What follows belongs to an exercise in optimizing a design on an open flow for small area and a short achievable clock period; a production flow would make more cautious choices. In this exercise RTL edits were held to simulation tests only and were not proved equivalent to the original. Power is estimated from default activity; no workload was simulated.

==> design/flow/run.sh <==
#!/bin/bash
# synth_recipe.tcl (not shown) runs the flow's synth.tcl, then flattens the netlist and writes it again
# the make line also repeats each setting of config.mk as NAME=value (left out here)
make -C /OpenROAD-flow-scripts/flow DESIGN_CONFIG=/design/flow/config.mk WORK_HOME=/design/flow/orfs CLKGATE_MAP_FILE= SYNTH_SCRIPT=/design/flow/synth_recipe.tcl finish
==> design/flow/config.mk <==
export PLATFORM = sky130hd
export DESIGN_NAME = APB_Square
export DESIGN_NICKNAME = APB_Square
export VERILOG_FILES = /design/flow/design.v
export SDC_FILE = /design/flow/constraint.sdc
export NUM_CORES = 4
export LEC_CHECK = 0
export CAP_MARGIN = 20
export CORE_MARGIN = 2
export CORE_UTILIZATION = 40
export SLEW_MARGIN = 20
==> design/flow/constraint.sdc <==
create_clock -name core_clock -period 8.5 [get_ports {PCLK}]
set_input_delay 1.7000 -clock core_clock [delete_from_list [all_inputs] [get_ports {PCLK}]]
set_output_delay 1.7000 -clock core_clock [all_outputs]
set_load 0.01 [all_outputs]
==> design/flow/design.v <==
module APB_Square
#(parameter storona_a_ADDR = 4'h0,   
  parameter storona_b_ADDR = 4'h4,   
  parameter output_reg_ADDR = 4'h8)  
(
    input wire PWRITE,             
    input wire PCLK,               
    input wire PSEL,               
    input wire [31:0] PADDR,       
    input wire [31:0] PWDATA,      
    output reg [31:0] PRDATA,      
    input wire PENABLE,            
    output reg PREADY,             
	  input PRESET                   
);
reg  [31:0] storona_a;    
reg  [31:0] storona_b;    
reg  [31:0] output_reg;   
always @(posedge PCLK) 
begin
    if(PRESET)  
	  begin
	    storona_a <= 0;
      storona_b <= 0;
      PRDATA    <= 0;
      PREADY    <= 0;
	  end
    else if (PSEL && !PWRITE && PENABLE)  
     begin
        case(PADDR)
         storona_a_ADDR  : PRDATA <= storona_a;
         storona_b_ADDR  : PRDATA <= storona_b;
         output_reg_ADDR : PRDATA <= output_reg;
        endcase
        PREADY <= 1'd1;
     end
     else if(PSEL && PWRITE && PENABLE)  
     begin
      case(PADDR)
         storona_a_ADDR : storona_a <= PWDATA;
         storona_b_ADDR : storona_b <= PWDATA;
      endcase
        PREADY <= 1'd1;
     end
   if (PREADY)  
    begin
      PREADY <= !PREADY;
    end
  end
always @(*) begin  
    if(PRESET)
	  begin
	    output_reg = 0;
	  end
    else begin
      output_reg = storona_a * storona_b;
    end
end
endmodule
==> impl_metrics.ini <==
[outcome]
status = finished clean

[floorplanning]
fp.dieArea_um2 = 51000
ios = 102
core_um2 = 48750
fp.dieW_um = 225.8
rows = 81
initial_core_util = 0.4038
dieHeight_um = 225.8

[synth]
ys_types = 58
synth_edf_count = 0
synth-xor-area-share = 0.03674
synthDominantCellAreaShare = 0.4149
synth_compound_area_frac = 0.06884
ys_ff_latch = 97
synth_top_family_by_area = adder cells
yosys-top-cells-count = fa_1, inv_1, nand2_1
synthMuxAreaShare = 0
synth_fp_nets = 2840
synth.largest_area_cell = fa_1
synthArstFlopShare = 0
synth_cells = 2240
synth_fa_ha_area_frac = 0.4931
yosys-top-cells-area = fa_1, dfxtp_1, and2_1
synthSimpleGateAreaFrac = 0.2013
ys_warn_count = 1
synth_area_um2 = 19690
synthFlopType = dfxtp_1
avgSynthCellArea_um2 = 8.788
synth.most_common_cell = fa_1
seq_area_frac_synth = 0.09865

[final_layout]
final_util = 0.4454
area_growth_syn_to_layout_pct = 10.29
final_layout_size_suffix_gt1_frac = 0.03611
num-nets-final = 2867
layoutNonFillerInstCount = 2935
diodes = 0

[timing]
period_needed_ps = 7606
layout_setup_ws_ps = 893.8
timing.fmax_mhz = 131.5
rsz0062_at_grt = false
slew_headroom = 0.2480
finalHoldViolCount = 0
worstMarginPinSlew_ps = 1126
fin_crit_sh = 0.8948
maxSlewViolCount = 0
finClkSkew_ps = 12.86
setup_tns_ps = 0
setup_viol = 0

[drt]
wirelength_mm = 60.74
route.detailed.wl_per_inst_um = 20.70
drt.antenna.violating_nets = 0
num_vias = 15409
dr.pass1.iters = 5
vias_per_cell = 5.250
drtIter0Drc = 1087
drc = 0

[pwr]
total_power_mw = 0.9105
internal_power_mw = 0.6892
powerDensity_nw_per_um2 = 41.94
p_leak_nw = 10.09
ir_drop_mv = 0.1148
netSwitchingPower_mw = 0.2213
power.share.clock = 0.445
sequentialPowerShare = 0.499
pwr-share-comb = 0.056
power.share.switching = 0.2431

[clock_network]
cts_buffers = 9
cts_setup_buffers = 0
cts_hold_buf = 0
clkSinkCount = 97
cts_tree = built
clock_latency_ps = 360
htree_levels = 3
cts_resized = 0
cts-root-buf = clkbuf_16
clockBufferDepth = 2
clk_pin_slew_ps = 80

[global_route]
grt_max_degree = 82
grt_pass1_wl_mm = 96.24
first_global_vias = 16683
globalRouteTotalUtil = 0.2506
grt-ovfl-total = 0
antenna_found_initial = 2

[worst_setup_path]
critPathRequiredTime_ps = 8780
cpMostUsedCell = fa_1
worstPathMaxFanout = 18
r2r_start = storona_a[10]
cp_slowest_cell = dfxtp_1
crit_path_cell_trace = and2_1, fa_1, fa_1, inv_1, fa_1, fa_1, inv_1, fa_1, fa_1, fa_1, fa_1, ha_1, and3_1, and3_1, a211o_1, a221oi_1, o21ai_1, xnor2_1, nand2_1, a211oi_1
max_stage_delay_ps = 1060
critPathLaunchType = flop
worstRegToRegCells = 20
endpoint_kind = flop
ff2ff_setup_slack_ps = 890
critical_path_arrival_ps = 7890
r2r-end = PRDATA[31]
path_class = flop to flop

[min_path]
hold_path.class = flop to flop
min_to = PREADY
min_path_cells = 1
hp-start = PREADY

[placement]
dp_slack_ps = 984.0
dpl.hpwl_mm = 47.29
gp_congestion = 0.9080
dp_cells = 2920
io_buffers = 101

[run]
drv_cap = 0
-- metal layers --
metal | GRT usage | share of wire | vias up
li1 | - | - | 6794
met3 | 0.04307 | 0.070 | 134
met4 | 0.08737 | 0.041 | 2
met1 | 0.3315 | 0.42 | 7928
met2 | 0.4147 | 0.47 | 551
met5 | 0 | 0.00016 | -
-- stage by stage --
step / instance area [um^2] / hold WS [ps]
after floorplan: 19690 / 444.9
after global placement: 21420 / 411.8
final: 21710 / 424.8
after detailed placement: 21420 / 423.6
after CTS: 21710 / 434.4
after global routing: 21710 / 440.4
-- logic make-up (layout without fill, tap and decap cells) --
kind of cell             count (synthesis)  in the layout
buffers and inverters                  526            557
flip-flops                              97             97
AND/OR/NAND/NOR                        796            796
XOR/XNOR                                81             81
AO/OA/AOI/OAI                          209            209
adder cells (fa/ha/maj)                531            531
-- worst max-delay path by stage --
stage,startpoint,end,slack (ps),cells past startpoint
2_1_floorplan,storona_b[3],PRDATA[31],1670,23
3_5_place_dp,storona_a[10],PRDATA[31],980,20
3_3_place_gp,storona_a[10],PRDATA[31],1000,20
4_1_cts,storona_a[10],PRDATA[31],960,20
5_1_grt,storona_a[10],PRDATA[31],580,20
6_report,storona_a[10],PRDATA[31],890,20
-- worst max-delay path: cells and delay by family, from the launching register on --
family,cells,cell delay (ps)
xor+xnor,1,160
compound gates,4,1130
flops,1,1060
buf+inv,2,100
fa+ha+maj,9,4280
simple gates,4,770
-- registers in the layout, indices dropped and copies added (netlist names) --
signal and count:
PRDATA 32, PREADY 1, storona_a 32, storona_b 32
-- power by group through the flow --
stage               clock (mW)  sequential [mW]  combinational (mW)
global placement             0            0.465              0.0497
finish                   0.405            0.454              0.0508
global route             0.428            0.454              0.0532
detailed placement           0            0.465              0.0502
floorplan                    0            0.465              0.0110
CTS                      0.408            0.454              0.0504
-- area by class of cell --
type	instances	area (um^2)
clock buffers	9	225.2
clock inverters	6	62.56
fillers	4830	27040
inverters	386	1449
multi-input cells	1617	15760
flip-flops and latches	97	1943
well taps	664	830.8
repair buffers	156	1444
-- placed cells by master, fill, tap and decap left out, types with 5 or more instances in the layout --
cell type / count
and2_1: 309
dfxtp_1: 96
a211oi_1: 6
nand2b_1: 5
clkdlybuf4s50_1: 100
nor4_1: 10
a221oi_1: 9
a221o_1: 17
ha_1: 123
buf_4: 53
inv_1: 385
xnor2_1: 60
o21ai_0: 14
clkbuf_16: 9
nor3_1: 25
nor2_1: 48
xor2_1: 20
o21ai_1: 5
nand2_1: 369
a21oi_1: 108
a21o_1: 15
nand3_1: 6
and3_1: 6
fa_1: 408

-- static timing again, ports no longer ideal --
The flow's constraints put no driver on any port. The routed layout listed below was extracted and timed again, unchanged, in two steps. Step 1, drivers: a clkbuf_16 drives PCLK and a buf_2 each remaining input, both assumed. Step 2 moves the port delays by t, midway between the first and last clock arrival at a register: inputs arrive t later, outputs are due t later. That takes back most of the time a late clock gives input paths. Three values: ideal ports, drivers, drivers and shift; two values: the first two.
t, ns: 0.397
setup slack, ns: 0.894 / 0.894 / 0.894
worst data-port slew with drivers (ns): 0.07
pins driven straight from the clock port: 1
After both steps setup and hold are still met in this run. The setup slack of this run moves by 0.000 ns with the drivers and by 0.000 ns with both steps.
